Source: an optimization exercise on an open RTL-to-GDS flow (aim: small area, a short achievable clock period and few clock cycles). Production flows keep margins and buffers that such runs may drop.
The RTL was checked by simulation tests, not by an equivalence proof against the original design.

==> design/flow/design.v <==
module booth_step (p, x, one, two, neg, s);
    input  [63:0] p;
    input  [31:0] x;
    input  [4:0] one;
    input  [4:0] two;
    input  [4:0] neg;
    output [63:0] s;
    wire pp0_0 = ((one[0] & x[0]) | (two[0] & 1'b0)) ^ neg[0];
    wire pp0_1 = ((one[0] & x[1]) | (two[0] & x[0])) ^ neg[0];
    wire pp0_2 = ((one[0] & x[2]) | (two[0] & x[1])) ^ neg[0];
    wire pp0_3 = ((one[0] & x[3]) | (two[0] & x[2])) ^ neg[0];
    wire pp0_4 = ((one[0] & x[4]) | (two[0] & x[3])) ^ neg[0];
    wire pp0_5 = ((one[0] & x[5]) | (two[0] & x[4])) ^ neg[0];
    wire pp0_6 = ((one[0] & x[6]) | (two[0] & x[5])) ^ neg[0];
    wire pp0_7 = ((one[0] & x[7]) | (two[0] & x[6])) ^ neg[0];
    wire pp0_8 = ((one[0] & x[8]) | (two[0] & x[7])) ^ neg[0];
    wire pp0_9 = ((one[0] & x[9]) | (two[0] & x[8])) ^ neg[0];
    wire pp0_10 = ((one[0] & x[10]) | (two[0] & x[9])) ^ neg[0];
    wire pp0_11 = ((one[0] & x[11]) | (two[0] & x[10])) ^ neg[0];
    wire pp0_12 = ((one[0] & x[12]) | (two[0] & x[11])) ^ neg[0];
    wire pp0_13 = ((one[0] & x[13]) | (two[0] & x[12])) ^ neg[0];
    wire pp0_14 = ((one[0] & x[14]) | (two[0] & x[13])) ^ neg[0];
    wire pp0_15 = ((one[0] & x[15]) | (two[0] & x[14])) ^ neg[0];
    wire pp0_16 = ((one[0] & x[16]) | (two[0] & x[15])) ^ neg[0];
    wire pp0_17 = ((one[0] & x[17]) | (two[0] & x[16])) ^ neg[0];
    wire pp0_18 = ((one[0] & x[18]) | (two[0] & x[17])) ^ neg[0];
    wire pp0_19 = ((one[0] & x[19]) | (two[0] & x[18])) ^ neg[0];
    wire pp0_20 = ((one[0] & x[20]) | (two[0] & x[19])) ^ neg[0];
    wire pp0_21 = ((one[0] & x[21]) | (two[0] & x[20])) ^ neg[0];
    wire pp0_22 = ((one[0] & x[22]) | (two[0] & x[21])) ^ neg[0];
    wire pp0_23 = ((one[0] & x[23]) | (two[0] & x[22])) ^ neg[0];
    wire pp0_24 = ((one[0] & x[24]) | (two[0] & x[23])) ^ neg[0];
    wire pp0_25 = ((one[0] & x[25]) | (two[0] & x[24])) ^ neg[0];
    wire pp0_26 = ((one[0] & x[26]) | (two[0] & x[25])) ^ neg[0];
    wire pp0_27 = ((one[0] & x[27]) | (two[0] & x[26])) ^ neg[0];
    wire pp0_28 = ((one[0] & x[28]) | (two[0] & x[27])) ^ neg[0];
    wire pp0_29 = ((one[0] & x[29]) | (two[0] & x[28])) ^ neg[0];
    wire pp0_30 = ((one[0] & x[30]) | (two[0] & x[29])) ^ neg[0];
    wire pp0_31 = ((one[0] & x[31]) | (two[0] & x[30])) ^ neg[0];
    wire pp0_32 = ((one[0] & x[31]) | (two[0] & x[31])) ^ neg[0];
    wire pp0_s = ~pp0_32;
    wire pp1_0 = ((one[1] & x[0]) | (two[1] & 1'b0)) ^ neg[1];
    wire pp1_1 = ((one[1] & x[1]) | (two[1] & x[0])) ^ neg[1];
    wire pp1_2 = ((one[1] & x[2]) | (two[1] & x[1])) ^ neg[1];
    wire pp1_3 = ((one[1] & x[3]) | (two[1] & x[2])) ^ neg[1];
    wire pp1_4 = ((one[1] & x[4]) | (two[1] & x[3])) ^ neg[1];
    wire pp1_5 = ((one[1] & x[5]) | (two[1] & x[4])) ^ neg[1];
    wire pp1_6 = ((one[1] & x[6]) | (two[1] & x[5])) ^ neg[1];
    wire pp1_7 = ((one[1] & x[7]) | (two[1] & x[6])) ^ neg[1];
    wire pp1_8 = ((one[1] & x[8]) | (two[1] & x[7])) ^ neg[1];
    wire pp1_9 = ((one[1] & x[9]) | (two[1] & x[8])) ^ neg[1];
    wire pp1_10 = ((one[1] & x[10]) | (two[1] & x[9])) ^ neg[1];
    wire pp1_11 = ((one[1] & x[11]) | (two[1] & x[10])) ^ neg[1];
    wire pp1_12 = ((one[1] & x[12]) | (two[1] & x[11])) ^ neg[1];
    wire pp1_13 = ((one[1] & x[13]) | (two[1] & x[12])) ^ neg[1];
    wire pp1_14 = ((one[1] & x[14]) | (two[1] & x[13])) ^ neg[1];
    wire pp1_15 = ((one[1] & x[15]) | (two[1] & x[14])) ^ neg[1];
    wire pp1_16 = ((one[1] & x[16]) | (two[1] & x[15])) ^ neg[1];
    wire pp1_17 = ((one[1] & x[17]) | (two[1] & x[16])) ^ neg[1];
    wire pp1_18 = ((one[1] & x[18]) | (two[1] & x[17])) ^ neg[1];
    wire pp1_19 = ((one[1] & x[19]) | (two[1] & x[18])) ^ neg[1];
    wire pp1_20 = ((one[1] & x[20]) | (two[1] & x[19])) ^ neg[1];
    wire pp1_21 = ((one[1] & x[21]) | (two[1] & x[20])) ^ neg[1];
    wire pp1_22 = ((one[1] & x[22]) | (two[1] & x[21])) ^ neg[1];
    wire pp1_23 = ((one[1] & x[23]) | (two[1] & x[22])) ^ neg[1];
    wire pp1_24 = ((one[1] & x[24]) | (two[1] & x[23])) ^ neg[1];
    wire pp1_25 = ((one[1] & x[25]) | (two[1] & x[24])) ^ neg[1];
    wire pp1_26 = ((one[1] & x[26]) | (two[1] & x[25])) ^ neg[1];
    wire pp1_27 = ((one[1] & x[27]) | (two[1] & x[26])) ^ neg[1];
    wire pp1_28 = ((one[1] & x[28]) | (two[1] & x[27])) ^ neg[1];
    wire pp1_29 = ((one[1] & x[29]) | (two[1] & x[28])) ^ neg[1];
    wire pp1_30 = ((one[1] & x[30]) | (two[1] & x[29])) ^ neg[1];
    wire pp1_31 = ((one[1] & x[31]) | (two[1] & x[30])) ^ neg[1];
    wire pp1_32 = ((one[1] & x[31]) | (two[1] & x[31])) ^ neg[1];
    wire pp1_s = ~pp1_32;
    wire pp2_0 = ((one[2] & x[0]) | (two[2] & 1'b0)) ^ neg[2];
    wire pp2_1 = ((one[2] & x[1]) | (two[2] & x[0])) ^ neg[2];
    wire pp2_2 = ((one[2] & x[2]) | (two[2] & x[1])) ^ neg[2];
    wire pp2_3 = ((one[2] & x[3]) | (two[2] & x[2])) ^ neg[2];
    wire pp2_4 = ((one[2] & x[4]) | (two[2] & x[3])) ^ neg[2];
    wire pp2_5 = ((one[2] & x[5]) | (two[2] & x[4])) ^ neg[2];
    wire pp2_6 = ((one[2] & x[6]) | (two[2] & x[5])) ^ neg[2];
    wire pp2_7 = ((one[2] & x[7]) | (two[2] & x[6])) ^ neg[2];
    wire pp2_8 = ((one[2] & x[8]) | (two[2] & x[7])) ^ neg[2];
    wire pp2_9 = ((one[2] & x[9]) | (two[2] & x[8])) ^ neg[2];
    wire pp2_10 = ((one[2] & x[10]) | (two[2] & x[9])) ^ neg[2];
    wire pp2_11 = ((one[2] & x[11]) | (two[2] & x[10])) ^ neg[2];
    wire pp2_12 = ((one[2] & x[12]) | (two[2] & x[11])) ^ neg[2];
    wire pp2_13 = ((one[2] & x[13]) | (two[2] & x[12])) ^ neg[2];
    wire pp2_14 = ((one[2] & x[14]) | (two[2] & x[13])) ^ neg[2];
    wire pp2_15 = ((one[2] & x[15]) | (two[2] & x[14])) ^ neg[2];
    wire pp2_16 = ((one[2] & x[16]) | (two[2] & x[15])) ^ neg[2];
    wire pp2_17 = ((one[2] & x[17]) | (two[2] & x[16])) ^ neg[2];
    wire pp2_18 = ((one[2] & x[18]) | (two[2] & x[17])) ^ neg[2];
    wire pp2_19 = ((one[2] & x[19]) | (two[2] & x[18])) ^ neg[2];
    wire pp2_20 = ((one[2] & x[20]) | (two[2] & x[19])) ^ neg[2];
    wire pp2_21 = ((one[2] & x[21]) | (two[2] & x[20])) ^ neg[2];
    wire pp2_22 = ((one[2] & x[22]) | (two[2] & x[21])) ^ neg[2];
    wire pp2_23 = ((one[2] & x[23]) | (two[2] & x[22])) ^ neg[2];
    wire pp2_24 = ((one[2] & x[24]) | (two[2] & x[23])) ^ neg[2];
    wire pp2_25 = ((one[2] & x[25]) | (two[2] & x[24])) ^ neg[2];
    wire pp2_26 = ((one[2] & x[26]) | (two[2] & x[25])) ^ neg[2];
    wire pp2_27 = ((one[2] & x[27]) | (two[2] & x[26])) ^ neg[2];
    wire pp2_28 = ((one[2] & x[28]) | (two[2] & x[27])) ^ neg[2];
    wire pp2_29 = ((one[2] & x[29]) | (two[2] & x[28])) ^ neg[2];
    wire pp2_30 = ((one[2] & x[30]) | (two[2] & x[29])) ^ neg[2];
    wire pp2_31 = ((one[2] & x[31]) | (two[2] & x[30])) ^ neg[2];
    wire pp2_32 = ((one[2] & x[31]) | (two[2] & x[31])) ^ neg[2];
    wire pp2_s = ~pp2_32;
    wire pp3_0 = ((one[3] & x[0]) | (two[3] & 1'b0)) ^ neg[3];
    wire pp3_1 = ((one[3] & x[1]) | (two[3] & x[0])) ^ neg[3];
    wire pp3_2 = ((one[3] & x[2]) | (two[3] & x[1])) ^ neg[3];
    wire pp3_3 = ((one[3] & x[3]) | (two[3] & x[2])) ^ neg[3];
    wire pp3_4 = ((one[3] & x[4]) | (two[3] & x[3])) ^ neg[3];
    wire pp3_5 = ((one[3] & x[5]) | (two[3] & x[4])) ^ neg[3];
    wire pp3_6 = ((one[3] & x[6]) | (two[3] & x[5])) ^ neg[3];
    wire pp3_7 = ((one[3] & x[7]) | (two[3] & x[6])) ^ neg[3];
    wire pp3_8 = ((one[3] & x[8]) | (two[3] & x[7])) ^ neg[3];
    wire pp3_9 = ((one[3] & x[9]) | (two[3] & x[8])) ^ neg[3];
    wire pp3_10 = ((one[3] & x[10]) | (two[3] & x[9])) ^ neg[3];
    wire pp3_11 = ((one[3] & x[11]) | (two[3] & x[10])) ^ neg[3];
    wire pp3_12 = ((one[3] & x[12]) | (two[3] & x[11])) ^ neg[3];
    wire pp3_13 = ((one[3] & x[13]) | (two[3] & x[12])) ^ neg[3];
    wire pp3_14 = ((one[3] & x[14]) | (two[3] & x[13])) ^ neg[3];
    wire pp3_15 = ((one[3] & x[15]) | (two[3] & x[14])) ^ neg[3];
    wire pp3_16 = ((one[3] & x[16]) | (two[3] & x[15])) ^ neg[3];
    wire pp3_17 = ((one[3] & x[17]) | (two[3] & x[16])) ^ neg[3];
    wire pp3_18 = ((one[3] & x[18]) | (two[3] & x[17])) ^ neg[3];
    wire pp3_19 = ((one[3] & x[19]) | (two[3] & x[18])) ^ neg[3];
    wire pp3_20 = ((one[3] & x[20]) | (two[3] & x[19])) ^ neg[3];
    wire pp3_21 = ((one[3] & x[21]) | (two[3] & x[20])) ^ neg[3];
    wire pp3_22 = ((one[3] & x[22]) | (two[3] & x[21])) ^ neg[3];
    wire pp3_23 = ((one[3] & x[23]) | (two[3] & x[22])) ^ neg[3];
    wire pp3_24 = ((one[3] & x[24]) | (two[3] & x[23])) ^ neg[3];
    wire pp3_25 = ((one[3] & x[25]) | (two[3] & x[24])) ^ neg[3];
    wire pp3_26 = ((one[3] & x[26]) | (two[3] & x[25])) ^ neg[3];
    wire pp3_27 = ((one[3] & x[27]) | (two[3] & x[26])) ^ neg[3];
    wire pp3_28 = ((one[3] & x[28]) | (two[3] & x[27])) ^ neg[3];
    wire pp3_29 = ((one[3] & x[29]) | (two[3] & x[28])) ^ neg[3];
    wire pp3_30 = ((one[3] & x[30]) | (two[3] & x[29])) ^ neg[3];
    wire pp3_31 = ((one[3] & x[31]) | (two[3] & x[30])) ^ neg[3];
    wire pp3_32 = ((one[3] & x[31]) | (two[3] & x[31])) ^ neg[3];
    wire pp3_s = ~pp3_32;
    wire pp4_0 = ((one[4] & x[0]) | (two[4] & 1'b0)) ^ neg[4];
    wire pp4_1 = ((one[4] & x[1]) | (two[4] & x[0])) ^ neg[4];
    wire pp4_2 = ((one[4] & x[2]) | (two[4] & x[1])) ^ neg[4];
    wire pp4_3 = ((one[4] & x[3]) | (two[4] & x[2])) ^ neg[4];
    wire pp4_4 = ((one[4] & x[4]) | (two[4] & x[3])) ^ neg[4];
    wire pp4_5 = ((one[4] & x[5]) | (two[4] & x[4])) ^ neg[4];
    wire pp4_6 = ((one[4] & x[6]) | (two[4] & x[5])) ^ neg[4];
    wire pp4_7 = ((one[4] & x[7]) | (two[4] & x[6])) ^ neg[4];
    wire pp4_8 = ((one[4] & x[8]) | (two[4] & x[7])) ^ neg[4];
    wire pp4_9 = ((one[4] & x[9]) | (two[4] & x[8])) ^ neg[4];
    wire pp4_10 = ((one[4] & x[10]) | (two[4] & x[9])) ^ neg[4];
    wire pp4_11 = ((one[4] & x[11]) | (two[4] & x[10])) ^ neg[4];
    wire pp4_12 = ((one[4] & x[12]) | (two[4] & x[11])) ^ neg[4];
    wire pp4_13 = ((one[4] & x[13]) | (two[4] & x[12])) ^ neg[4];
    wire pp4_14 = ((one[4] & x[14]) | (two[4] & x[13])) ^ neg[4];
    wire pp4_15 = ((one[4] & x[15]) | (two[4] & x[14])) ^ neg[4];
    wire pp4_16 = ((one[4] & x[16]) | (two[4] & x[15])) ^ neg[4];
    wire pp4_17 = ((one[4] & x[17]) | (two[4] & x[16])) ^ neg[4];
    wire pp4_18 = ((one[4] & x[18]) | (two[4] & x[17])) ^ neg[4];
    wire pp4_19 = ((one[4] & x[19]) | (two[4] & x[18])) ^ neg[4];
    wire pp4_20 = ((one[4] & x[20]) | (two[4] & x[19])) ^ neg[4];
    wire pp4_21 = ((one[4] & x[21]) | (two[4] & x[20])) ^ neg[4];
    wire pp4_22 = ((one[4] & x[22]) | (two[4] & x[21])) ^ neg[4];
    wire pp4_23 = ((one[4] & x[23]) | (two[4] & x[22])) ^ neg[4];
    wire pp4_24 = ((one[4] & x[24]) | (two[4] & x[23])) ^ neg[4];
    wire pp4_25 = ((one[4] & x[25]) | (two[4] & x[24])) ^ neg[4];
    wire pp4_26 = ((one[4] & x[26]) | (two[4] & x[25])) ^ neg[4];
    wire pp4_27 = ((one[4] & x[27]) | (two[4] & x[26])) ^ neg[4];
    wire pp4_28 = ((one[4] & x[28]) | (two[4] & x[27])) ^ neg[4];
    wire pp4_29 = ((one[4] & x[29]) | (two[4] & x[28])) ^ neg[4];
    wire pp4_30 = ((one[4] & x[30]) | (two[4] & x[29])) ^ neg[4];
    wire pp4_31 = ((one[4] & x[31]) | (two[4] & x[30])) ^ neg[4];
    wire pp4_32 = ((one[4] & x[31]) | (two[4] & x[31])) ^ neg[4];
    wire pp4_s = ~pp4_32;
    wire s1 = pp0_s ^ pp1_30;
    wire c2 = pp0_s & pp1_30;
    wire s3 = pp1_31 ^ pp2_29;
    wire c4 = pp1_31 & pp2_29;
    wire s5 = pp0_6 ^ pp1_4;
    wire c6 = pp0_6 & pp1_4;
    wire s7 = pp0_7 ^ pp1_5;
    wire c8 = pp0_7 & pp1_5;
    wire s9 = pp0_8 ^ pp1_6 ^ pp2_4;
    wire c10 = (pp0_8 & pp1_6) | (pp0_8 & pp2_4) | (pp1_6 & pp2_4);
    wire s11 = pp3_2 ^ pp4_0;
    wire c12 = pp3_2 & pp4_0;
    wire s13 = pp0_9 ^ pp1_7 ^ pp2_5;
    wire c14 = (pp0_9 & pp1_7) | (pp0_9 & pp2_5) | (pp1_7 & pp2_5);
    wire s15 = pp3_3 ^ pp4_1;
    wire c16 = pp3_3 & pp4_1;
    wire s17 = pp0_10 ^ pp1_8 ^ pp2_6;
    wire c18 = (pp0_10 & pp1_8) | (pp0_10 & pp2_6) | (pp1_8 & pp2_6);
    wire s19 = pp3_4 ^ pp4_2 ^ p[0];
    wire c20 = (pp3_4 & pp4_2) | (pp3_4 & p[0]) | (pp4_2 & p[0]);
    wire s21 = pp0_11 ^ pp1_9 ^ pp2_7;
    wire c22 = (pp0_11 & pp1_9) | (pp0_11 & pp2_7) | (pp1_9 & pp2_7);
    wire s23 = pp3_5 ^ pp4_3 ^ p[1];
    wire c24 = (pp3_5 & pp4_3) | (pp3_5 & p[1]) | (pp4_3 & p[1]);
    wire s25 = pp0_12 ^ pp1_10 ^ pp2_8;
    wire c26 = (pp0_12 & pp1_10) | (pp0_12 & pp2_8) | (pp1_10 & pp2_8);
    wire s27 = pp3_6 ^ pp4_4 ^ p[2];
    wire c28 = (pp3_6 & pp4_4) | (pp3_6 & p[2]) | (pp4_4 & p[2]);
    wire s29 = pp0_13 ^ pp1_11 ^ pp2_9;
    wire c30 = (pp0_13 & pp1_11) | (pp0_13 & pp2_9) | (pp1_11 & pp2_9);
    wire s31 = pp3_7 ^ pp4_5 ^ p[3];
    wire c32 = (pp3_7 & pp4_5) | (pp3_7 & p[3]) | (pp4_5 & p[3]);
    wire s33 = pp0_14 ^ pp1_12 ^ pp2_10;
    wire c34 = (pp0_14 & pp1_12) | (pp0_14 & pp2_10) | (pp1_12 & pp2_10);
    wire s35 = pp3_8 ^ pp4_6 ^ p[4];
    wire c36 = (pp3_8 & pp4_6) | (pp3_8 & p[4]) | (pp4_6 & p[4]);
    wire s37 = pp0_15 ^ pp1_13 ^ pp2_11;
    wire c38 = (pp0_15 & pp1_13) | (pp0_15 & pp2_11) | (pp1_13 & pp2_11);
    wire s39 = pp3_9 ^ pp4_7 ^ p[5];
    wire c40 = (pp3_9 & pp4_7) | (pp3_9 & p[5]) | (pp4_7 & p[5]);
    wire s41 = pp0_16 ^ pp1_14 ^ pp2_12;
    wire c42 = (pp0_16 & pp1_14) | (pp0_16 & pp2_12) | (pp1_14 & pp2_12);
    wire s43 = pp3_10 ^ pp4_8 ^ p[6];
    wire c44 = (pp3_10 & pp4_8) | (pp3_10 & p[6]) | (pp4_8 & p[6]);
    wire s45 = pp0_17 ^ pp1_15 ^ pp2_13;
    wire c46 = (pp0_17 & pp1_15) | (pp0_17 & pp2_13) | (pp1_15 & pp2_13);
    wire s47 = pp3_11 ^ pp4_9 ^ p[7];
    wire c48 = (pp3_11 & pp4_9) | (pp3_11 & p[7]) | (pp4_9 & p[7]);
    wire s49 = pp0_18 ^ pp1_16 ^ pp2_14;
    wire c50 = (pp0_18 & pp1_16) | (pp0_18 & pp2_14) | (pp1_16 & pp2_14);
    wire s51 = pp3_12 ^ pp4_10 ^ p[8];
    wire c52 = (pp3_12 & pp4_10) | (pp3_12 & p[8]) | (pp4_10 & p[8]);
    wire s53 = pp0_19 ^ pp1_17 ^ pp2_15;
    wire c54 = (pp0_19 & pp1_17) | (pp0_19 & pp2_15) | (pp1_17 & pp2_15);
    wire s55 = pp3_13 ^ pp4_11 ^ p[9];
    wire c56 = (pp3_13 & pp4_11) | (pp3_13 & p[9]) | (pp4_11 & p[9]);
    wire s57 = pp0_20 ^ pp1_18 ^ pp2_16;
    wire c58 = (pp0_20 & pp1_18) | (pp0_20 & pp2_16) | (pp1_18 & pp2_16);
    wire s59 = pp3_14 ^ pp4_12 ^ p[10];
    wire c60 = (pp3_14 & pp4_12) | (pp3_14 & p[10]) | (pp4_12 & p[10]);
    wire s61 = pp0_21 ^ pp1_19 ^ pp2_17;
    wire c62 = (pp0_21 & pp1_19) | (pp0_21 & pp2_17) | (pp1_19 & pp2_17);
    wire s63 = pp3_15 ^ pp4_13 ^ p[11];
    wire c64 = (pp3_15 & pp4_13) | (pp3_15 & p[11]) | (pp4_13 & p[11]);
    wire s65 = pp0_22 ^ pp1_20 ^ pp2_18;
    wire c66 = (pp0_22 & pp1_20) | (pp0_22 & pp2_18) | (pp1_20 & pp2_18);
    wire s67 = pp3_16 ^ pp4_14 ^ p[12];
    wire c68 = (pp3_16 & pp4_14) | (pp3_16 & p[12]) | (pp4_14 & p[12]);
    wire s69 = pp0_23 ^ pp1_21 ^ pp2_19;
    wire c70 = (pp0_23 & pp1_21) | (pp0_23 & pp2_19) | (pp1_21 & pp2_19);
    wire s71 = pp3_17 ^ pp4_15 ^ p[13];
    wire c72 = (pp3_17 & pp4_15) | (pp3_17 & p[13]) | (pp4_15 & p[13]);
    wire s73 = pp0_24 ^ pp1_22 ^ pp2_20;
    wire c74 = (pp0_24 & pp1_22) | (pp0_24 & pp2_20) | (pp1_22 & pp2_20);
    wire s75 = pp3_18 ^ pp4_16 ^ p[14];
    wire c76 = (pp3_18 & pp4_16) | (pp3_18 & p[14]) | (pp4_16 & p[14]);
    wire s77 = pp0_25 ^ pp1_23 ^ pp2_21;
    wire c78 = (pp0_25 & pp1_23) | (pp0_25 & pp2_21) | (pp1_23 & pp2_21);
    wire s79 = pp3_19 ^ pp4_17 ^ p[15];
    wire c80 = (pp3_19 & pp4_17) | (pp3_19 & p[15]) | (pp4_17 & p[15]);
    wire s81 = pp0_26 ^ pp1_24 ^ pp2_22;
    wire c82 = (pp0_26 & pp1_24) | (pp0_26 & pp2_22) | (pp1_24 & pp2_22);
    wire s83 = pp3_20 ^ pp4_18 ^ p[16];
    wire c84 = (pp3_20 & pp4_18) | (pp3_20 & p[16]) | (pp4_18 & p[16]);
    wire s85 = pp0_27 ^ pp1_25 ^ pp2_23;
    wire c86 = (pp0_27 & pp1_25) | (pp0_27 & pp2_23) | (pp1_25 & pp2_23);
    wire s87 = pp3_21 ^ pp4_19 ^ p[17];
    wire c88 = (pp3_21 & pp4_19) | (pp3_21 & p[17]) | (pp4_19 & p[17]);
    wire s89 = pp0_28 ^ pp1_26 ^ pp2_24;
    wire c90 = (pp0_28 & pp1_26) | (pp0_28 & pp2_24) | (pp1_26 & pp2_24);
    wire s91 = pp3_22 ^ pp4_20 ^ p[18];
    wire c92 = (pp3_22 & pp4_20) | (pp3_22 & p[18]) | (pp4_20 & p[18]);
    wire s93 = pp0_29 ^ pp1_27 ^ pp2_25;
    wire c94 = (pp0_29 & pp1_27) | (pp0_29 & pp2_25) | (pp1_27 & pp2_25);
    wire s95 = pp3_23 ^ pp4_21 ^ p[19];
    wire c96 = (pp3_23 & pp4_21) | (pp3_23 & p[19]) | (pp4_21 & p[19]);
    wire s97 = pp0_30 ^ pp1_28 ^ pp2_26;
    wire c98 = (pp0_30 & pp1_28) | (pp0_30 & pp2_26) | (pp1_28 & pp2_26);
    wire s99 = pp3_24 ^ pp4_22 ^ p[20];
    wire c100 = (pp3_24 & pp4_22) | (pp3_24 & p[20]) | (pp4_22 & p[20]);
    wire s101 = pp0_31 ^ pp1_29 ^ pp2_27;
    wire c102 = (pp0_31 & pp1_29) | (pp0_31 & pp2_27) | (pp1_29 & pp2_27);
    wire s103 = pp3_25 ^ pp4_23 ^ p[21];
    wire c104 = (pp3_25 & pp4_23) | (pp3_25 & p[21]) | (pp4_23 & p[21]);
    wire s105 = s1 ^ pp2_28 ^ pp3_26;
    wire c106 = (s1 & pp2_28) | (s1 & pp3_26) | (pp2_28 & pp3_26);
    wire s107 = pp4_24 ^ p[22] ^ 1'b1;
    wire c108 = (pp4_24 & p[22]) | (pp4_24 & 1'b1) | (p[22] & 1'b1);
    wire s109 = c2 ^ s3 ^ pp3_27;
    wire c110 = (c2 & s3) | (c2 & pp3_27) | (s3 & pp3_27);
    wire s111 = pp4_25 ^ p[23] ^ 1'b1;
    wire c112 = (pp4_25 & p[23]) | (pp4_25 & 1'b1) | (p[23] & 1'b1);
    wire s113 = c4 ^ pp1_s ^ pp2_30;
    wire c114 = (c4 & pp1_s) | (c4 & pp2_30) | (pp1_s & pp2_30);
    wire s115 = pp3_28 ^ pp4_26 ^ p[24];
    wire c116 = (pp3_28 & pp4_26) | (pp3_28 & p[24]) | (pp4_26 & p[24]);
    wire s117 = pp2_31 ^ pp3_29 ^ pp4_27;
    wire c118 = (pp2_31 & pp3_29) | (pp2_31 & pp4_27) | (pp3_29 & pp4_27);
    wire s119 = p[25] ^ 1'b1;
    wire c120 = p[25] & 1'b1;
    wire s121 = pp2_s ^ pp3_30 ^ pp4_28;
    wire c122 = (pp2_s & pp3_30) | (pp2_s & pp4_28) | (pp3_30 & pp4_28);
    wire s123 = pp3_31 ^ pp4_29;
    wire c124 = pp3_31 & pp4_29;
    wire s125 = pp0_4 ^ pp1_2;
    wire c126 = pp0_4 & pp1_2;
    wire s127 = pp0_5 ^ pp1_3;
    wire c128 = pp0_5 & pp1_3;
    wire s129 = s5 ^ pp2_2 ^ pp3_0;
    wire c130 = (s5 & pp2_2) | (s5 & pp3_0) | (pp2_2 & pp3_0);
    wire s131 = c6 ^ s7 ^ pp2_3;
    wire c132 = (c6 & s7) | (c6 & pp2_3) | (s7 & pp2_3);
    wire s133 = c8 ^ s9 ^ s11;
    wire c134 = (c8 & s9) | (c8 & s11) | (s9 & s11);
    wire s135 = c10 ^ c12 ^ s13;
    wire c136 = (c10 & c12) | (c10 & s13) | (c12 & s13);
    wire s137 = c14 ^ c16 ^ s17;
    wire c138 = (c14 & c16) | (c14 & s17) | (c16 & s17);
    wire s139 = c18 ^ c20 ^ s21;
    wire c140 = (c18 & c20) | (c18 & s21) | (c20 & s21);
    wire s141 = c22 ^ c24 ^ s25;
    wire c142 = (c22 & c24) | (c22 & s25) | (c24 & s25);
    wire s143 = c26 ^ c28 ^ s29;
    wire c144 = (c26 & c28) | (c26 & s29) | (c28 & s29);
    wire s145 = c30 ^ c32 ^ s33;
    wire c146 = (c30 & c32) | (c30 & s33) | (c32 & s33);
    wire s147 = c34 ^ c36 ^ s37;
    wire c148 = (c34 & c36) | (c34 & s37) | (c36 & s37);
    wire s149 = c38 ^ c40 ^ s41;
    wire c150 = (c38 & c40) | (c38 & s41) | (c40 & s41);
    wire s151 = c42 ^ c44 ^ s45;
    wire c152 = (c42 & c44) | (c42 & s45) | (c44 & s45);
    wire s153 = c46 ^ c48 ^ s49;
    wire c154 = (c46 & c48) | (c46 & s49) | (c48 & s49);
    wire s155 = c50 ^ c52 ^ s53;
    wire c156 = (c50 & c52) | (c50 & s53) | (c52 & s53);
    wire s157 = c54 ^ c56 ^ s57;
    wire c158 = (c54 & c56) | (c54 & s57) | (c56 & s57);
    wire s159 = c58 ^ c60 ^ s61;
    wire c160 = (c58 & c60) | (c58 & s61) | (c60 & s61);
    wire s161 = c62 ^ c64 ^ s65;
    wire c162 = (c62 & c64) | (c62 & s65) | (c64 & s65);
    wire s163 = c66 ^ c68 ^ s69;
    wire c164 = (c66 & c68) | (c66 & s69) | (c68 & s69);
    wire s165 = c70 ^ c72 ^ s73;
    wire c166 = (c70 & c72) | (c70 & s73) | (c72 & s73);
    wire s167 = c74 ^ c76 ^ s77;
    wire c168 = (c74 & c76) | (c74 & s77) | (c76 & s77);
    wire s169 = c78 ^ c80 ^ s81;
    wire c170 = (c78 & c80) | (c78 & s81) | (c80 & s81);
    wire s171 = c82 ^ c84 ^ s85;
    wire c172 = (c82 & c84) | (c82 & s85) | (c84 & s85);
    wire s173 = c86 ^ c88 ^ s89;
    wire c174 = (c86 & c88) | (c86 & s89) | (c88 & s89);
    wire s175 = c90 ^ c92 ^ s93;
    wire c176 = (c90 & c92) | (c90 & s93) | (c92 & s93);
    wire s177 = c94 ^ c96 ^ s97;
    wire c178 = (c94 & c96) | (c94 & s97) | (c96 & s97);
    wire s179 = c98 ^ c100 ^ s101;
    wire c180 = (c98 & c100) | (c98 & s101) | (c100 & s101);
    wire s181 = c102 ^ c104 ^ s105;
    wire c182 = (c102 & c104) | (c102 & s105) | (c104 & s105);
    wire s183 = c106 ^ c108 ^ s109;
    wire c184 = (c106 & c108) | (c106 & s109) | (c108 & s109);
    wire s185 = c110 ^ c112 ^ s113;
    wire c186 = (c110 & c112) | (c110 & s113) | (c112 & s113);
    wire s187 = c114 ^ c116 ^ s117;
    wire c188 = (c114 & c116) | (c114 & s117) | (c116 & s117);
    wire s189 = c118 ^ c120 ^ s121;
    wire c190 = (c118 & c120) | (c118 & s121) | (c120 & s121);
    wire s191 = c122 ^ s123 ^ p[27];
    wire c192 = (c122 & s123) | (c122 & p[27]) | (s123 & p[27]);
    wire s193 = c124 ^ pp3_s ^ pp4_30;
    wire c194 = (c124 & pp3_s) | (c124 & pp4_30) | (pp3_s & pp4_30);
    wire s195 = pp4_31 ^ p[29];
    wire c196 = pp4_31 & p[29];
    wire s197 = pp0_2 ^ pp1_0;
    wire c198 = pp0_2 & pp1_0;
    wire s199 = pp0_3 ^ pp1_1;
    wire c200 = pp0_3 & pp1_1;
    wire s201 = s125 ^ pp2_0 ^ neg[2];
    wire c202 = (s125 & pp2_0) | (s125 & neg[2]) | (pp2_0 & neg[2]);
    wire s203 = c126 ^ s127 ^ pp2_1;
    wire c204 = (c126 & s127) | (c126 & pp2_1) | (s127 & pp2_1);
    wire s205 = c128 ^ s129 ^ neg[3];
    wire c206 = (c128 & s129) | (c128 & neg[3]) | (s129 & neg[3]);
    wire s207 = c130 ^ s131 ^ pp3_1;
    wire c208 = (c130 & s131) | (c130 & pp3_1) | (s131 & pp3_1);
    wire s209 = c132 ^ s133 ^ neg[4];
    wire c210 = (c132 & s133) | (c132 & neg[4]) | (s133 & neg[4]);
    wire s211 = c134 ^ s135 ^ s15;
    wire c212 = (c134 & s135) | (c134 & s15) | (s135 & s15);
    wire s213 = c136 ^ s137 ^ s19;
    wire c214 = (c136 & s137) | (c136 & s19) | (s137 & s19);
    wire s215 = c138 ^ s139 ^ s23;
    wire c216 = (c138 & s139) | (c138 & s23) | (s139 & s23);
    wire s217 = c140 ^ s141 ^ s27;
    wire c218 = (c140 & s141) | (c140 & s27) | (s141 & s27);
    wire s219 = c142 ^ s143 ^ s31;
    wire c220 = (c142 & s143) | (c142 & s31) | (s143 & s31);
    wire s221 = c144 ^ s145 ^ s35;
    wire c222 = (c144 & s145) | (c144 & s35) | (s145 & s35);
    wire s223 = c146 ^ s147 ^ s39;
    wire c224 = (c146 & s147) | (c146 & s39) | (s147 & s39);
    wire s225 = c148 ^ s149 ^ s43;
    wire c226 = (c148 & s149) | (c148 & s43) | (s149 & s43);
    wire s227 = c150 ^ s151 ^ s47;
    wire c228 = (c150 & s151) | (c150 & s47) | (s151 & s47);
    wire s229 = c152 ^ s153 ^ s51;
    wire c230 = (c152 & s153) | (c152 & s51) | (s153 & s51);
    wire s231 = c154 ^ s155 ^ s55;
    wire c232 = (c154 & s155) | (c154 & s55) | (s155 & s55);
    wire s233 = c156 ^ s157 ^ s59;
    wire c234 = (c156 & s157) | (c156 & s59) | (s157 & s59);
    wire s235 = c158 ^ s159 ^ s63;
    wire c236 = (c158 & s159) | (c158 & s63) | (s159 & s63);
    wire s237 = c160 ^ s161 ^ s67;
    wire c238 = (c160 & s161) | (c160 & s67) | (s161 & s67);
    wire s239 = c162 ^ s163 ^ s71;
    wire c240 = (c162 & s163) | (c162 & s71) | (s163 & s71);
    wire s241 = c164 ^ s165 ^ s75;
    wire c242 = (c164 & s165) | (c164 & s75) | (s165 & s75);
    wire s243 = c166 ^ s167 ^ s79;
    wire c244 = (c166 & s167) | (c166 & s79) | (s167 & s79);
    wire s245 = c168 ^ s169 ^ s83;
    wire c246 = (c168 & s169) | (c168 & s83) | (s169 & s83);
    wire s247 = c170 ^ s171 ^ s87;
    wire c248 = (c170 & s171) | (c170 & s87) | (s171 & s87);
    wire s249 = c172 ^ s173 ^ s91;
    wire c250 = (c172 & s173) | (c172 & s91) | (s173 & s91);
    wire s251 = c174 ^ s175 ^ s95;
    wire c252 = (c174 & s175) | (c174 & s95) | (s175 & s95);
    wire s253 = c176 ^ s177 ^ s99;
    wire c254 = (c176 & s177) | (c176 & s99) | (s177 & s99);
    wire s255 = c178 ^ s179 ^ s103;
    wire c256 = (c178 & s179) | (c178 & s103) | (s179 & s103);
    wire s257 = c180 ^ s181 ^ s107;
    wire c258 = (c180 & s181) | (c180 & s107) | (s181 & s107);
    wire s259 = c182 ^ s183 ^ s111;
    wire c260 = (c182 & s183) | (c182 & s111) | (s183 & s111);
    wire s261 = c184 ^ s185 ^ s115;
    wire c262 = (c184 & s185) | (c184 & s115) | (s185 & s115);
    wire s263 = c186 ^ s187 ^ s119;
    wire c264 = (c186 & s187) | (c186 & s119) | (s187 & s119);
    wire s265 = c188 ^ s189 ^ p[26];
    wire c266 = (c188 & s189) | (c188 & p[26]) | (s189 & p[26]);
    wire s267 = c190 ^ s191 ^ 1'b1;
    wire c268 = (c190 & s191) | (c190 & 1'b1) | (s191 & 1'b1);
    wire s269 = c192 ^ s193 ^ p[28];
    wire c270 = (c192 & s193) | (c192 & p[28]) | (s193 & p[28]);
    wire s271 = c194 ^ s195 ^ 1'b1;
    wire c272 = (c194 & s195) | (c194 & 1'b1) | (s195 & 1'b1);
    wire s273 = c196 ^ pp4_s ^ p[30];
    wire c274 = (c196 & pp4_s) | (c196 & p[30]) | (pp4_s & p[30]);
    wire s275 = p[31] ^ 1'b1;
    wire c276 = p[31] & 1'b1;
    wire [43:0] r0 = {1'b0, c276, c274, c272, c270, c268, c266, c264, c262, c260, c258, c256, c254, c252, c250, c248, c246, c244, c242, c240, c238, c236, c234, c232, c230, c228, c226, c224, c222, c220, c218, c216, c214, c212, c210, c208, c206, c204, c202, c200, c198, s197, pp0_1, pp0_0};
    wire [43:0] r1 = {1'b0, 1'b0, s275, s273, s271, s269, s267, s265, s263, s261, s259, s257, s255, s253, s251, s249, s247, s245, s243, s241, s239, s237, s235, s233, s231, s229, s227, s225, s223, s221, s219, s217, s215, s213, s211, s209, s207, s205, s203, s201, s199, neg[1], 1'b0, neg[0]};
    wire [43:0] lo = r0 + r1;
    wire inc = lo[43];
    wire dec = ~lo[43] & ~lo[42];
    wire [21:0] hp = p[53:32];
    reg  [21:0] hi;
    reg ones, zeros;
    integer m;
    always @(*) begin
        ones = 1'b1;
        zeros = 1'b1;
        for (m = 0; m < 22; m = m + 1) begin
            hi[m] = hp[m] ^ ((inc & ones) | (dec & zeros));
            ones = ones & hp[m];
            zeros = zeros & ~hp[m];
        end
    end
    assign s = {hi, lo[41:0]};
endmodule
module booth_mul (clk, rst, start, multiplicand, multiplier, product, total_add_ops, total_sub_ops, done);
    input clk;
    input rst;
    input start;
    input [31:0] multiplicand;
    input [31:0] multiplier;
    output [63:0] product;
    output [4:0] total_add_ops;
    output [4:0] total_sub_ops;
    output reg done;
    localparam K = 10;               
    localparam R = K / 2;            
    localparam G = (32 + K - 1) / K;  
    reg [31:0]  x_r;        
    reg [31:0]  y_r;        
    reg [G-1:0] sel;        
    reg         busy;
    reg [63:0]  p;
    reg [5:0]   t;          
    reg [R-1:0] one, two, neg;
    function [G-1:0] groups_needed;
        input [31:0] v;
        reg [30:0] d;
        integer g;
        begin
            d = v[31:1] ^ v[30:0];    
            groups_needed[0] = 1'b1;
            for (g = 1; g < G; g = g + 1)
                groups_needed[g] = |(d & ~((31'd1 << (K*g-1)) - 31'd1));
        end
    endfunction
    function [K:0] window;
        input [31:0] v;
        input [G-1:0] s;
        reg [K*G:0] vx;
        integer g;
        begin
            vx = {{(K*G-32){v[31]}}, v, 1'b0};
            window = {(K+1){1'b0}};
            for (g = 0; g < G; g = g + 1)
                window = window | ({(K+1){s[g]}} & vx[K*g +: K+1]);
        end
    endfunction
    wire [G-1:0] need_a  = groups_needed(multiplicand);
    wire [G-1:0] need_b  = groups_needed(multiplier);
    wire [G-1:0] need    = need_a & need_b;
    wire         swap_in = |(need_b & ~need_a);
    wire [G-1:0] top     = need & ~{1'b0, need[G-1:1]};
    wire [31:0]  y_in    = swap_in ? multiplicand : multiplier;
    wire [G-1:0] sel_nx  = {1'b0, sel[G-1:1]};
    wire [K:0]   win     = start ? window(y_in, top) : window(y_r, sel_nx);
    wire [63:0] s;
    booth_step S (.p(p), .x(x_r), .one(one), .two(two), .neg(neg), .s(s));
    wire [31:0] tr = multiplier ^ {multiplier[30:0], 1'b0};
    reg  [1:0]  c1 [0:15];
    reg  [2:0]  c2 [0:7];
    reg  [3:0]  c3 [0:3];
    reg  [4:0]  c4 [0:1];
    reg  [5:0]  tcount;
    integer q;
    always @(*) begin
        for (q = 0; q < 16; q = q + 1) c1[q] = {1'b0, tr[2*q]} + {1'b0, tr[2*q+1]};
        for (q = 0; q < 8; q = q + 1)  c2[q] = {1'b0, c1[2*q]} + {1'b0, c1[2*q+1]};
        for (q = 0; q < 4; q = q + 1)  c3[q] = {1'b0, c2[2*q]} + {1'b0, c2[2*q+1]};
        for (q = 0; q < 2; q = q + 1)  c4[q] = {1'b0, c3[2*q]} + {1'b0, c3[2*q+1]};
        tcount = {1'b0, c4[0]} + {1'b0, c4[1]};
    end
    integer i;
    always @(posedge clk) begin
        if (start) begin
            x_r <= swap_in ? multiplier : multiplicand;
            y_r <= y_in;
            sel <= top;
            t <= tcount;
        end else if (busy) begin
            sel <= sel_nx;
        end
        if (start || busy) begin
            for (i = 0; i < R; i = i + 1) begin
                one[i] <= win[2*i+1] ^ win[2*i];
                two[i] <= (win[2*i+2] & ~win[2*i+1] & ~win[2*i]) | (~win[2*i+2] & win[2*i+1] & win[2*i]);
                neg[i] <= win[2*i+2];
            end
        end
        if (start)
            p <= 64'd0;
        else if (busy)
            p <= s;
        if (rst) begin
            busy <= 1'b0;
            done <= 1'b0;
        end else if (start) begin
            busy <= ~top[0];
            done <= top[0];
        end else if (busy && sel_nx[0]) begin
            busy <= 1'b0;
            done <= 1'b1;
        end
    end
    assign product = s;
    assign total_add_ops = t[5:1];
    assign total_sub_ops = t[5:1] + {4'd0, t[0]};
endmodule
==> design/flow/run.sh <==
#!/bin/bash
# synth_recipe.tcl (not shown) runs the flow's synth.tcl, then flattens the netlist and writes it again
# the make line also repeats each setting of config.mk as NAME=value (left out here)
make -C /OpenROAD-flow-scripts/flow DESIGN_CONFIG=/design/flow/config.mk WORK_HOME=/design/flow/orfs CLKGATE_MAP_FILE= SYNTH_SCRIPT=/design/flow/synth_recipe.tcl finish
==> design/flow/config.mk <==
export PLATFORM = sky130hd
export DESIGN_NAME = booth_mul
export DESIGN_NICKNAME = booth_mul
export VERILOG_FILES = /design/flow/design.v
export SDC_FILE = /design/flow/constraint.sdc
export NUM_CORES = 4
export LEC_CHECK = 0
export CAP_MARGIN = 20
export CORE_MARGIN = 2
export CORE_UTILIZATION = 40
export PLACE_DENSITY = 0.6
export SLEW_MARGIN = 20
==> design/flow/constraint.sdc <==
create_clock -name core_clock -period 8.0 [get_ports {clk}]
set_input_delay 1.6000 -clock core_clock [delete_from_list [all_inputs] [get_ports {clk}]]
set_output_delay 1.6000 -clock core_clock [all_outputs]
set_load 0.01 [all_outputs]
==> run notes <==
-- sequential cells by signal, summed over array words and instances (netlist names), 3 cells and up --
signal	count
two	5
neg	5
y_r	30
one	5
p	54
t	6
sel	3
x_r	32
-- synthesized netlist by cell type (13+ instances only) --
| cell type | number | area (um2) |
|---|---|---|
| nor2_1 | 65 | 244 |
| a22oi_1 | 166 | 1250 |
| ha_1 | 68 | 851 |
| or3_1 | 13 | 81.3 |
| nand4_1 | 24 | 150 |
| mux2i_1 | 50 | 500 |
| a22o_1 | 26 | 228 |
| a21o_1 | 16 | 120 |
| o21ai_0 | 38 | 190 |
| mux2_2 | 53 | 597 |
| edfxtp_1 | 86 | 2580 |
| buf_1 | 24 | 90.1 |
| nand3_1 | 22 | 110 |
| clkbuf_1 | 99 | 372 |
| a21oi_1 | 56 | 280 |
| fa_1 | 142 | 2840 |
| nor3_1 | 18 | 90.1 |
| dfxtp_1 | 56 | 1120 |
| inv_1 | 240 | 901 |
| xor2_1 | 128 | 1120 |
| xnor2_1 | 139 | 1220 |
| nand2_1 | 70 | 263 |
-- routing by layer --
metal / share of wire / wire [um] / global-route usage / vias up
met4: 0.016 / 741 / 0.0527 / 0
met3: 0.043 / 2040 / 0.0305 / 45
li1: - / - / - / 6251
met1: 0.46 / 22000 / 0.298 / 6533
met5: 0 / 0 / 0 / -
met2: 0.48 / 23000 / 0.365 / 386
-- per-stage QoR --
stage                     setup TNS, ns
final                                 0
after global routing              -1.24
after CTS                             0
after detailed placement              0
after global placement                0
after floorplan                       0
-- how the worst max path moves through the flow --
| stage | slack [ns] | endpoint | cells after the start | startpoint |
|---|---|---|---|---|
| global placement | 0.18 | product[63] | 22 | one[1] |
| global route | -0.16 | product[55] | 23 | x_r[29] |
| CTS | 0.004 | product[45] | 21 | one[0] |
| finish | 0.07 | product[37] | 20 | one[0] |
| floorplan | 0.65 | product[55] | 21 | neg[0] |
| detailed placement | 0.08 | product[59] | 22 | one[0] |
-- timing repair --
| item | 4_1_cts | 5_1_grt |
|---|---|---|
| setup buffers | 25 | 20 |
| gates cloned | 1 | 1 |
| endpoints found under the setup margin | 27 | 28 |
| pin swaps | 6 | 16 |
| resized for setup | 36 | 60 |
-- kinds of logic after synthesis --
logic type                 Yosys count  share of synthesized area
DFF                                142                      0.224
and+or+nand+nor                    271                     0.0820
buffers and inverters              384                     0.0906
muxes                              104                     0.0672
AOI/OAI and AO/OA                  387                      0.168
adders and majority gates          210                      0.224
xor gates and xnor gates           269                      0.144
-- layout by cell type, fill, tap and decap left out, types with 53 or more instances in the layout --
cell / instances
ha_1: 62
clkdlybuf4s50_1: 118
a22oi_1: 160
xnor2_1: 137
buf_4: 89
fa_1: 141
nor2_1: 62
nand2_1: 68
inv_1: 240
edfxtp_1: 86
dfxtp_1: 55
xor2_1: 127
a21oi_1: 53
mux2_2: 53
-- layout make-up --
class                      instances  area, um2  area share
multi-input combinational       1241      11500       0.587
clock buffer                      17        425      0.0216
tap                              532        666      0.0339
clock inverter                    14        133     0.00675
sequential                       142       3700       0.188
timing repair buffer             241       2290       0.116
inverter                         241        905      0.0460
-- critical path, cell delays in order, from the launching register on --
cell and delay (ns):
edfxtp_1 0.49, buf_4 0.20, clkbuf_16 0.16, a22oi_1 0.22, xnor2_1 0.13, fa_1 0.57
fa_1 0.44, fa_1 0.52, ha_2 0.31, a21o_1 0.19, a21o_1 0.20, a21oi_1 0.16
o21ai_0 0.09, a41oi_1 0.37, o41ai_2 0.13, buf_4 0.17, a211oi_1 0.23, o21bai_1 0.16
a41oi_1 0.29, xnor2_1 0.20, clkdlybuf4s50_1 0.61
==> impl_metrics.tcl <==
set metrics [dict create \
    run_status "timing/DRC/antenna clean" \
    wl_um 47700 \
    drt_pass1_iterations 5 \
    worstSetupPathType "reg2out" \
    clock_sinks 142 \
    core_region_area_um2 40700 \
    area.growth.synth_to_final_pct 19.2 \
    r2r-end "p[52]" \
    place_congestion 0.934 \
    route.detailed.drc 0 \
    drt_first_iter_violations 1046 \
    tightestPinTransition_ns 0.958 \
    rows 74 \
    grt_use_total 0.218 \
    port-buffer-count 141 \
    synth_fp_nets 2044 \
    avgSynthCellArea_um2 9.34 \
    slew_viol_final 0 \
    min_path_cells 2 \
    die_w_um 207 \
    grt_pass1_wl_um 74500 \
    crit_path_end_kind "primary output" \
    hold_end "p[22]" \
    clockBufferDepth 2 \
    syn_area_um2 16500 \
    r2r_start "one[0]" \
    final_layout_size_suffix_gt1_frac 0.136 \
    finalNonFillerCells 2428 \
    r2r_setup_slack_ns 2.02 \
    ff2ff_path_depth 22 \
    synthFlopType "edfxtp_1" \
    ys_warn_count 6 \
    grt_setup_unrepaired "yes" \
    ys_seq_area_frac 0.224 \
    worst_setup_path_start_kind "flop" \
    numCtsBuffers 17 \
    vias 13200 \
    ys_ff_latch 142 \
    ant_nets 0 \
    worstPathMaxFanout 7 \
    grt_pass1_vias 13200 \
    synth_edf_count 86 \
    fin_nets 2161 \
    max_cap_violations 0 \
    hold_buffers 0 \
    required_ns 6.40 \
    cts_tree "built" \
    clock_latency_ns 0.46 \
    ys_types 74 \
    htree_levels 4 \
    arrival_ns 6.33 \
    clk_pin_slew_ns 0.07 \
    hold_viol 0 \
    period_needed_ns 7.93 \
    dieArea_um2 42900 \
    period_share 0.991 \
    setup_viol 0 \
    whs_ns 0.497 \
    worst_slack_ns 0.0749 \
    syn_inst 1767 \
    dp_cells 2350 \
    placed_area_um2 18500 \
    viasPerCell 5.44 \
    min_from "p[22]" \
    dp_hpwl_um 36700 \
    final.fill_count 3915 \
    hold_class "reg2reg" \
    ios 142 \
    detail_route.wl_per_cell_um 19.7 \
    overflow 0 \
    stdcell_area_um2 19700 \
    grt_max_degree 74 \
    postLayoutCoreUtil 0.483 \
    fin_skew_ns 0.0192 \
    slew_headroom 0.361 \
    initial_utilization 0.405 \
    cts-root-buf "clkbuf_16" \
    fmax_mhz 126 \
    antenna_found_initial 0 \
    place_ws_ns 0.0763 \
    n_antenna_cell 0 \
    async_flop_share 0 \
    die_height_um 207 \
]
Testbench counts, summed over its fixed seeds: cycles 4,130.

-- separate check: timing with driven ports --
The flow's constraints put no driver on any port. The routed layout listed below was extracted and timed again, unchanged, in two steps. Step 1 (the two cells are an assumption about what drives the block):
set clk [get_ports {clk}]
set_driving_cell -lib_cell sky130_fd_sc_hd__clkbuf_16 $clk
set_driving_cell -lib_cell sky130_fd_sc_hd__buf_2 [delete_from_list [all_inputs] $clk]
Step 2 times the ports against the registers' clock, not the clock port: input delays grow and output delays shrink by t, the midpoint of the rising clock arrivals with the driver on. Slacks: ideal / step 1 / step 2; pairs: ideal / step 1.
t (ns): 0.502
setup slack, ns: 0.075 / 0.019 / 0.521
clock arrival spread, ns: 0.020 / 0.020
After both steps setup and hold are still met in this run. The setup slack of this run moves by -0.056 ns with the drivers and by +0.446 ns with both steps.
